Source: an optimization exercise on an open RTL-to-GDS flow (aim: small area). Production flows keep margins and buffers that such runs may drop. The RTL was checked by simulation tests, not by an equivalence proof against the original design. The flow treats the clock pin as an ideal source, which a real chip does not have. Power figures rest on the tool's default switching activity, not on a simulated workload.

Setup of v53:
Design top_module1, start of the top module:
module top_module1(clk_i, rst, h_sync, v_sync, red_o, green_o, blue_o, x_in, y_in, ps2clk, ps2data, ld1);
clock: 20.0 ns
lec_check: 0
cap_margin: 20
core_margin: 2
core_utilization: 65
slew_margin: 20
standard.sh (not shown) runs the stock make flow with config.mk's settings and CLKGATE_MAP_FILE= SYNTH_SCRIPT=/design/flow/synth_recipe.tcl, a recipe that flattens the netlist after the stock synthesis.
==> flow/flow/run.sh <==
#!/bin/bash
# Own layout flow: the standard flow (standard.sh), with three changes:
# the synthesis maps the combinational logic with an area-oriented ABC script
# (flow/area.abc) instead of ORFS's delay-oriented one; the port buffers are
# the smallest buffer cell; and clock tree synthesis inserts no dummy loads
# and uses smaller clock buffers. Registers, their names and cells are those
# of the standard synthesis (ABC maps only the logic between them).
set -euo pipefail
W=$(pwd)
export OWN_ABC_SCRIPT="$W/flow/area.abc"
export BUFFER_PORTS_ARGS="-buffer_cell sky130_fd_sc_hd__buf_1"
export CTS_ARGS="-sink_clustering_enable -repair_clock_nets -dont_use_dummy_load -root_buf sky130_fd_sc_hd__clkbuf_16 -buf_list {sky130_fd_sc_hd__clkbuf_8 sky130_fd_sc_hd__clkbuf_16}"
# The standard flow's synthesis script, with every abc call given the script above
{
  echo 'proc abc {args} {'
  echo '  set i [lsearch -exact $args -script]'
  echo '  if {$i >= 0} { lset args [expr {$i + 1}] $::env(OWN_ABC_SCRIPT) }'
  echo '  yosys abc {*}$args'
  echo '}'
  cat "$W/synth_recipe.tcl"
} > "$W/own_synth.tcl"
sed -E "s#SYNTH_SCRIPT=[^ ]*synth_recipe\.tcl'?#SYNTH_SCRIPT=$W/own_synth.tcl#" "$W/standard.sh" > "$W/own_standard.sh"
grep -q "SYNTH_SCRIPT=$W/own_synth.tcl" "$W/own_standard.sh"
bash "$W/own_standard.sh" > "$W/own_flow.log" 2>&1
cp "$W"/orfs/logs/*/top_module1/base/1_2_yosys.log "$W/yosys.log" 2>/dev/null || true
cp "$W"/orfs/logs/*/top_module1/base/4_1_cts.log "$W/cts.log" 2>/dev/null || true
==> flow/flow/area.abc <==
strash
balance -l
resub -K 6 -l
rewrite -l
resub -K 6 -N 2 -l
refactor -l
resub -K 8 -l
balance -l
resub -K 8 -N 2 -l
rewrite -l
resub -K 10 -l
rewrite -z -l
resub -K 10 -N 2 -l
balance -l
resub -K 12 -l
refactor -z -l
resub -K 12 -N 2 -l
rewrite -z -l
balance -l
&get -n
&deepsyn -T 60
&put
balance -l
resub -K 6 -l
rewrite -l
resub -K 6 -N 2 -l
refactor -l
resub -K 8 -l
balance -l
resub -K 8 -N 2 -l
rewrite -l
resub -K 10 -l
rewrite -z -l
resub -K 10 -N 2 -l
balance -l
resub -K 12 -l
refactor -z -l
resub -K 12 -N 2 -l
rewrite -z -l
balance -l
dch -f
amap
topo
Setup changes, v53 to v24
==> flow/flow/run.sh <==
#!/bin/bash
# Own layout flow: the standard flow (standard.sh) unchanged, except that
# the synthesis maps the combinational logic with an area-oriented ABC script
# (flow/area.abc) instead of ORFS's delay-oriented one, and the port buffers
# are the smallest buffer cell. Registers, their names and cells are those of
# the standard synthesis (ABC maps only the logic between them).
set -euo pipefail
W=$(pwd)
export OWN_ABC_SCRIPT="$W/flow/area.abc"
# The standard flow's synthesis script, with every abc call given the script above
{
  echo 'proc abc {args} {'
  echo '  set i [lsearch -exact $args -script]'
  echo '  if {$i >= 0} { lset args [expr {$i + 1}] $::env(OWN_ABC_SCRIPT) }'
  echo '  yosys abc {*}$args'
  echo '}'
  cat "$W/synth_recipe.tcl"
} > "$W/own_synth.tcl"
sed -E -e "s#SYNTH_SCRIPT=[^ ]*synth_recipe\.tcl'?#SYNTH_SCRIPT=$W/own_synth.tcl#" \
  -e "s#CLKGATE_MAP_FILE= #CLKGATE_MAP_FILE= 'BUFFER_PORTS_ARGS=-buffer_cell sky130_fd_sc_hd__buf_1' 'CTS_ARGS=-sink_clustering_enable -repair_clock_nets -dont_use_dummy_load -root_buf sky130_fd_sc_hd__clkbuf_16 -buf_list sky130_fd_sc_hd__clkbuf_8 -sink_clustering_size 10 -sink_clustering_max_diameter 40' #" \
  "$W/standard.sh" > "$W/own_standard.sh"
grep -q "SYNTH_SCRIPT=$W/own_synth.tcl" "$W/own_standard.sh"
grep -q "BUFFER_PORTS_ARGS" "$W/own_standard.sh"
bash "$W/own_standard.sh" > "$W/own_flow.log" 2>&1
cp "$W"/orfs/logs/*/top_module1/base/1_2_yosys.log "$W/yosys.log" 2>/dev/null || true
## What came out
Status: via count parity (v53, v24)
Between v24 and v53, the fraction of the cycle the final worst path needs figures differ only marginally.
Summary of v24 over v53: final standard cell area without fillers went down 180 um^2, required time of the critical path went down 0.04 ns.
Diff v53..v24 | maximum VDD drop | negligible
For the routing usage on met3, v24 came in 2.3 points lower than v53 did.
Comparing v53 with v24, the total of endpoints with negative setup slack in the final report came out essentially unchanged.
What v52 does differently from v24 at the input level:
==> flow/flow/run.sh <==
#!/bin/bash
# Own layout flow: the standard flow (standard.sh), with three changes:
# the synthesis maps the combinational logic with an area-oriented ABC script
# (flow/area.abc) instead of ORFS's delay-oriented one; the port buffers are
# the smallest buffer cell; and clock tree synthesis inserts no dummy loads
# and uses smaller clock buffers. Registers, their names and cells are those
# of the standard synthesis (ABC maps only the logic between them).
set -euo pipefail
W=$(pwd)
export OWN_ABC_SCRIPT="$W/flow/area.abc"
export BUFFER_PORTS_ARGS="-buffer_cell sky130_fd_sc_hd__buf_1"
export CTS_ARGS="-sink_clustering_enable -repair_clock_nets -dont_use_dummy_load -buf_list sky130_fd_sc_hd__clkbuf_16"
# The standard flow's synthesis script, with every abc call given the script above
{
  echo 'proc abc {args} {'
  echo '  set i [lsearch -exact $args -script]'
  echo '  if {$i >= 0} { lset args [expr {$i + 1}] $::env(OWN_ABC_SCRIPT) }'
  echo '  yosys abc {*}$args'
  echo '}'
  cat "$W/synth_recipe.tcl"
} > "$W/own_synth.tcl"
sed -E "s#SYNTH_SCRIPT=[^ ]*synth_recipe\.tcl'?#SYNTH_SCRIPT=$W/own_synth.tcl#" "$W/standard.sh" > "$W/own_standard.sh"
grep -q "SYNTH_SCRIPT=$W/own_synth.tcl" "$W/own_standard.sh"
bash "$W/own_standard.sh" > "$W/own_flow.log" 2>&1
cp "$W"/orfs/logs/*/top_module1/base/1_2_yosys.log "$W/yosys.log" 2>/dev/null || true
cp "$W"/orfs/logs/*/top_module1/base/4_1_cts.log "$W/cts.log" 2>/dev/null || true
Results
Per the comparison of v52 with v24, worst-margin pin slew rose by 0.036 ns, worst setup slack now larger. Total design power: v24 and v52 compared, lower one is v24. Between v24 and v52, the clock latency of the later-clocked register in the worst-skew pair is higher for v52.
Modified inputs, v1 compared to v52
==> flow/flow/run.sh <==
#!/bin/bash
# Own layout flow: the standard flow (standard.sh) unchanged, except that
# the synthesis maps the combinational logic with an area-oriented ABC script
# (flow/area.abc) instead of ORFS's delay-oriented one, and the port buffers
# are the smallest buffer cell. Registers, their names and cells are those of
# the standard synthesis (ABC maps only the logic between them).
set -euo pipefail
W=$(pwd)
export OWN_ABC_SCRIPT="$W/flow/area.abc"
# The standard flow's synthesis script, with every abc call given the script above
{
  echo 'proc abc {args} {'
  echo '  set i [lsearch -exact $args -script]'
  echo '  if {$i >= 0} { lset args [expr {$i + 1}] $::env(OWN_ABC_SCRIPT) }'
  echo '  yosys abc {*}$args'
  echo '}'
  cat "$W/synth_recipe.tcl"
} > "$W/own_synth.tcl"
sed -E -e "s#SYNTH_SCRIPT=[^ ]*synth_recipe\.tcl'?#SYNTH_SCRIPT=$W/own_synth.tcl#" \
  -e "s#CLKGATE_MAP_FILE= #CLKGATE_MAP_FILE= 'BUFFER_PORTS_ARGS=-buffer_cell sky130_fd_sc_hd__buf_1' 'CTS_ARGS=-sink_clustering_enable -repair_clock_nets -dont_use_dummy_load -root_buf sky130_fd_sc_hd__clkbuf_16 -buf_list sky130_fd_sc_hd__clkbuf_8 -sink_buffer_max_cap_derate 0.5' #" \
  "$W/standard.sh" > "$W/own_standard.sh"
grep -q "SYNTH_SCRIPT=$W/own_synth.tcl" "$W/own_standard.sh"
grep -q "BUFFER_PORTS_ARGS" "$W/own_standard.sh"
bash "$W/own_standard.sh" > "$W/own_flow.log" 2>&1
cp "$W"/orfs/logs/*/top_module1/base/1_2_yosys.log "$W/yosys.log" 2>/dev/null || true
In the metrics for v1 and v52, the one carrying the higher slew at the pin closest to its max-slew limit is v52.
Diff v1 and v52: fraction of area in clock buffers and inverters higher in v52
Comparing v1 against v52, there is no change at all in total die area.
From v52 to v1 the numbers moved as follows: data-path buffer share of cell area in the final layout saw little to no change; core utilization saw a decrease; data required time at the worst endpoint saw a decrease.
Post-CTS clock slew at the launch and capture registers of the worst setup and hold paths: v1 higher than v52
Against v52, the final cell area of v1 is lower.
Going from v52 to v1, the combinational share of power was found to have gone up by 0.6 points.

== run A ==
Another version of the RTL of top_module1 (not shown whole).
// top_module1
module top_module1(clk_i, rst, h_sync, v_sync, red_o, green_o, blue_o, x_in, y_in, ps2clk, ps2data, ld1);
export LEC_CHECK = 0
export CAP_MARGIN = 20
export CORE_MARGIN = 2
export CORE_UTILIZATION = 65
export SLEW_MARGIN = 20
create_clock -name core_clock -period 20.0 [get_ports {clk_i}]
==> flow/flow/run.sh <==
#!/bin/bash
# Own layout flow: the standard flow (standard.sh), with these changes:
# - synthesis leaves adders to ABC (no full/half adder extraction) and maps
#   the combinational logic with an area-oriented ABC script (flow/area.abc)
#   instead of ORFS's delay-oriented one; the registers, their names and
#   cells are those of the standard synthesis (ABC maps only the logic
#   between them);
# - the port buffers are the smallest buffer cell;
# - clock tree synthesis inserts no dummy loads.
set -euo pipefail
W=$(pwd)
export OWN_ABC_SCRIPT="$W/flow/area.abc"
export BUFFER_PORTS_ARGS="-buffer_cell sky130_fd_sc_hd__buf_1"
export CTS_ARGS="-sink_clustering_enable -repair_clock_nets -dont_use_dummy_load -buf_list sky130_fd_sc_hd__clkbuf_16"
# The standard flow's synthesis script, with every abc call given the script above
{
  echo 'proc abc {args} {'
  echo '  set i [lsearch -exact $args -script]'
  echo '  if {$i >= 0} { lset args [expr {$i + 1}] $::env(OWN_ABC_SCRIPT) }'
  echo '  yosys abc {*}$args'
  echo '}'
  cat "$W/synth_recipe.tcl"
} > "$W/own_synth.tcl"
sed -E -e "s#SYNTH_SCRIPT=[^ ]*synth_recipe\.tcl'?#SYNTH_SCRIPT=$W/own_synth.tcl ADDER_MAP_FILE=#" \
  "$W/standard.sh" > "$W/own_standard.sh"
grep -q "SYNTH_SCRIPT=$W/own_synth.tcl ADDER_MAP_FILE=" "$W/own_standard.sh"
bash "$W/own_standard.sh" > "$W/own_flow.log" 2>&1
cp "$W"/orfs/logs/*/top_module1/base/1_2_yosys.log "$W/yosys.log" 2>/dev/null || true
cp "$W"/orfs/logs/*/top_module1/base/4_1_cts.log "$W/cts.log" 2>/dev/null || true
==> flow/flow/area.abc <==
strash
balance -l
resub -K 6 -l
rewrite -l
resub -K 6 -N 2 -l
refactor -l
resub -K 8 -l
balance -l
resub -K 8 -N 2 -l
rewrite -l
resub -K 10 -l
rewrite -z -l
resub -K 10 -N 2 -l
balance -l
resub -K 12 -l
refactor -z -l
resub -K 12 -N 2 -l
rewrite -z -l
balance -l
&get -n
&deepsyn -T 150
&put
balance -l
resub -K 6 -l
rewrite -l
resub -K 6 -N 2 -l
refactor -l
resub -K 8 -l
balance -l
resub -K 8 -N 2 -l
rewrite -l
resub -K 10 -l
rewrite -z -l
resub -K 10 -N 2 -l
balance -l
resub -K 12 -l
refactor -z -l
resub -K 12 -N 2 -l
rewrite -z -l
balance -l
dch -f
amap
topo
> inputs changed (run A -> run E)
-- flow/flow/run.sh --
<<< run A, line 7
#   between them);
# - the port buffers are the smallest buffer cell;
# - clock tree synthesis inserts no dummy loads.
set -euo pipefail
W=$(pwd)
export OWN_ABC_SCRIPT="$W/flow/area.abc"
export BUFFER_PORTS_ARGS="-buffer_cell sky130_fd_sc_hd__buf_1"
export CTS_ARGS="-sink_clustering_enable -repair_clock_nets -dont_use_dummy_load -buf_list sky130_fd_sc_hd__clkbuf_16"
# The standard flow's synthesis script, with every abc call given the script above
{
>>> run E, line 7
#   between them);
# - the port buffers are the smallest buffer cell;
# - clock tree synthesis inserts no dummy loads and uses clkbuf_8 below a
#   clkbuf_16 root.
set -euo pipefail
W=$(pwd)
export OWN_ABC_SCRIPT="$W/flow/area.abc"
export BUFFER_PORTS_ARGS="-buffer_cell sky130_fd_sc_hd__buf_1"
export CTS_ARGS="-sink_clustering_enable -repair_clock_nets -dont_use_dummy_load -root_buf sky130_fd_sc_hd__clkbuf_16 -buf_list sky130_fd_sc_hd__clkbuf_8"
# The standard flow's synthesis script, with every abc call given the script above
{
-- flow/flow/area.abc --
<<< run A, line 19
balance -l
&get -n
&deepsyn -T 150
&put
balance -l
>>> run E, line 19
balance -l
&get -n
&deepsyn -T 60
&put
balance -l
### Flow results
Final instance area: run A and run E compared, higher one is run E
Re number of instances in the synthesized netlist: run A and run E aren't equal, and the higher value belongs to run E.
Number of sequential cells came out exactly the same in run A and run E.
The run showing the smaller area share of buffers outside the clock network is run A.

== garnet ==
Starting RTL as in the previous note.
==> flow/config.mk <==
export PLATFORM = sky130hd
export DESIGN_NAME = top_module1
export DESIGN_NICKNAME = top_module1
export VERILOG_FILES = /design/flow/design.v
export SDC_FILE = /design/flow/constraint.sdc
export NUM_CORES = 4
export LEC_CHECK = 0
export CAP_MARGIN = 20
export CORE_MARGIN = 2
export CORE_UTILIZATION = 65
export SLEW_MARGIN = 20
==> flow/constraint.sdc <==
create_clock -name core_clock -period 20.0 [get_ports {clk_i}]
set_input_delay 4.0000 -clock core_clock [delete_from_list [all_inputs] [get_ports {clk_i}]]
set_output_delay 4.0000 -clock core_clock [all_outputs]
set_load 0.01 [all_outputs]
==> flow/flow/run.sh <==
#!/bin/bash
# Own layout flow: the standard flow (standard.sh), with these changes:
# - synthesis leaves adders to ABC (no full/half adder extraction) and maps
#   the combinational logic with an area-oriented ABC script (flow/area.abc)
#   instead of ORFS's delay-oriented one; the registers, their names and
#   cells are those of the standard synthesis (ABC maps only the logic
#   between them);
# - the port buffers are the smallest buffer cell;
# - clock tree synthesis inserts no dummy loads and uses clkbuf_8 below a
#   clkbuf_16 root.
set -euo pipefail
W=$(pwd)
export OWN_ABC_SCRIPT="$W/flow/area.abc"
export BUFFER_PORTS_ARGS="-buffer_cell sky130_fd_sc_hd__buf_1"
export CTS_ARGS="-sink_clustering_enable -repair_clock_nets -dont_use_dummy_load -root_buf sky130_fd_sc_hd__clkbuf_16 -buf_list sky130_fd_sc_hd__clkbuf_8"
# The standard flow's synthesis script, with every abc call given the script above
{
  echo 'proc abc {args} {'
  echo '  set i [lsearch -exact $args -script]'
  echo '  if {$i >= 0} { lset args [expr {$i + 1}] $::env(OWN_ABC_SCRIPT) }'
  echo '  yosys abc {*}$args'
  echo '}'
  cat "$W/synth_recipe.tcl"
} > "$W/own_synth.tcl"
sed -E -e "s#SYNTH_SCRIPT=[^ ]*synth_recipe\.tcl'?#SYNTH_SCRIPT=$W/own_synth.tcl ADDER_MAP_FILE=#" \
  "$W/standard.sh" > "$W/own_standard.sh"
grep -q "SYNTH_SCRIPT=$W/own_synth.tcl ADDER_MAP_FILE=" "$W/own_standard.sh"
bash "$W/own_standard.sh" > "$W/own_flow.log" 2>&1
cp "$W"/orfs/logs/*/top_module1/base/1_2_yosys.log "$W/yosys.log" 2>/dev/null || true
cp "$W"/orfs/logs/*/top_module1/base/4_1_cts.log "$W/cts.log" 2>/dev/null || true
==> flow/flow/area.abc <==
strash
balance -l
resub -K 6 -l
rewrite -l
resub -K 6 -N 2 -l
refactor -l
resub -K 8 -l
balance -l
resub -K 8 -N 2 -l
rewrite -l
resub -K 10 -l
rewrite -z -l
resub -K 10 -N 2 -l
balance -l
resub -K 12 -l
refactor -z -l
resub -K 12 -N 2 -l
rewrite -z -l
balance -l
&get -n
&deepsyn -T 300
&put
balance -l
resub -K 6 -l
rewrite -l
resub -K 6 -N 2 -l
refactor -l
resub -K 8 -l
balance -l
resub -K 8 -N 2 -l
rewrite -l
resub -K 10 -l
rewrite -z -l
resub -K 10 -N 2 -l
balance -l
resub -K 12 -l
refactor -z -l
resub -K 12 -N 2 -l
rewrite -z -l
balance -l
dch -f
amap
topo
garnet: PASS, flow complete, no timing, DRC or antenna violations
Setup changes, garnet to tundra
diff --git a/flow/flow/area.abc b/flow/flow/area.abc
--- a/flow/flow/area.abc
+++ b/flow/flow/area.abc
@@ -20,3 +20,3 @@
 &get -n
-&deepsyn -T 300
+&deepsyn -T 600
 &put
==> run summary <==
Non-clock buffer count went down by more than 10% going from garnet to tundra. Diff garnet -> tundra: fmax shows an increase of 3.2%, via count of the first global-routing pass rose about 1.4%.
Here is what was changed in the inputs of xenon compared with tundra.
diff --git a/flow/flow/run.sh b/flow/flow/run.sh
--- a/flow/flow/run.sh
+++ b/flow/flow/run.sh
@@ -8,4 +8,3 @@
 # - the port buffers are the smallest buffer cell;
-# - clock tree synthesis inserts no dummy loads and uses clkbuf_8 below a
-#   clkbuf_16 root.
+# - clock tree synthesis inserts no dummy loads.
 set -euo pipefail
diff --git a/flow/flow/area.abc b/flow/flow/area.abc
--- a/flow/flow/area.abc
+++ b/flow/flow/area.abc
@@ -20,3 +20,3 @@
 &get -n
-&deepsyn -T 600
+&deepsyn -T 60
 &put
## What came out
- xenon closes out successfully: all stages finished, all timing, DRC and antenna checks passed.
- Diff tundra and xenon: total non-filler cell area in the finished layout lower in tundra
- Taking tundra as the reference, in xenon wire length decreased 7.7%; synthesis-to-finish area growth has increased.
- When xenon is measured against tundra, its number of signal-net inverters in the final layout turns out 12 lower.
- Total power: xenon vs tundra — no meaningful difference
- Between tundra and xenon, buffering overhead is lower for tundra, xenon comes in above that.
- In xenon, the net switching power of the design came out about 1% below the value in tundra.
- [xenon] total track usage fell 4.3 points relative to tundra
- Post-synthesis instance total sits higher in xenon than in tundra.
[inputs] onyx vs xenon
Settings: SLEW_MARGIN now 0, was 20; CAP_MARGIN now 0, was 20.
diff --git a/flow/flow/run.sh b/flow/flow/run.sh
--- a/flow/flow/run.sh
+++ b/flow/flow/run.sh
@@ -13,3 +13,3 @@
 export BUFFER_PORTS_ARGS="-buffer_cell sky130_fd_sc_hd__buf_1"
-export CTS_ARGS="-sink_clustering_enable -repair_clock_nets -dont_use_dummy_load -root_buf sky130_fd_sc_hd__clkbuf_16 -buf_list sky130_fd_sc_hd__clkbuf_8"
+export CTS_ARGS="-sink_clustering_enable -repair_clock_nets -dont_use_dummy_load -buf_list sky130_fd_sc_hd__clkbuf_16"
 # The standard flow's synthesis script, with every abc call given the script above
### Flow results
When the final numbers for onyx and xenon were put side by side, the global-route wire length before repair turned out to be smaller in xenon.
onyx vs xenon, core utilization of the finished layout went up by 0.89 points.
onyx -> xenon: count of multi-input combinational gates delta 0, exact match
xenon → onyx: detailed-router iteration count before antenna repair has increased, hold slack has increased, clock group power has increased.
From xenon to onyx the numbers moved as follows: total power grew by 0.077 mW; setup slack after layout shrank by 0.022 ns.

-- static timing again, ports no longer ideal --
Ports are ideal in the flow. The routed layouts listed here were re-timed in OpenROAD. Step 1 sets driving cells, clkbuf_16 on the clock port and buf_2 on the other inputs (assumed; they add their load-dependent delay and slew). Step 2 adds t to the input delays and takes it off the output delays; t is the mean of the earliest and latest rising clock arrival at the registers after step 1. Input paths then give back, and output paths get back, about the clock's delay inside the block. a / b / c = ideal / step 1 / step 2; a / b = the first two.
run	t (ns)	setup WS [ns]	worst setup path at the end	clock arrival spread, ns	pins driven straight from the clock port
v53	0.480	9.269 / 9.269 / 9.269	register to register	0.038 / 0.037	1
v24	0.435	9.256 / 9.256 / 9.256	register to register	0.054 / 0.054	1
v52	0.480	9.269 / 9.269 / 9.269	register to register	0.038 / 0.037	1
v1	0.435	9.256 / 9.256 / 9.256	register to register	0.054 / 0.054	1
run A	0.487	4.291 / 4.322 / 3.835	input to register	0.029 / 0.028	1
run E	0.446	1.885 / 1.910 / 1.464	input to register	0.034 / 0.033	1
garnet	0.447	3.999 / 4.025 / 3.578	input to register	0.050 / 0.050	1
tundra	0.435	4.492 / 4.520 / 4.085	input to register	0.051 / 0.052	1
xenon	0.446	1.885 / 1.910 / 1.464	input to register	0.034 / 0.033	1
onyx	0.477	1.863 / 1.887 / 1.410	input to register	0.027 / 0.028	1
After both steps every run listed still meets setup and hold. The setup slack of run A, which loses most, moves by +0.031 ns with the drivers and by -0.456 ns with both steps.
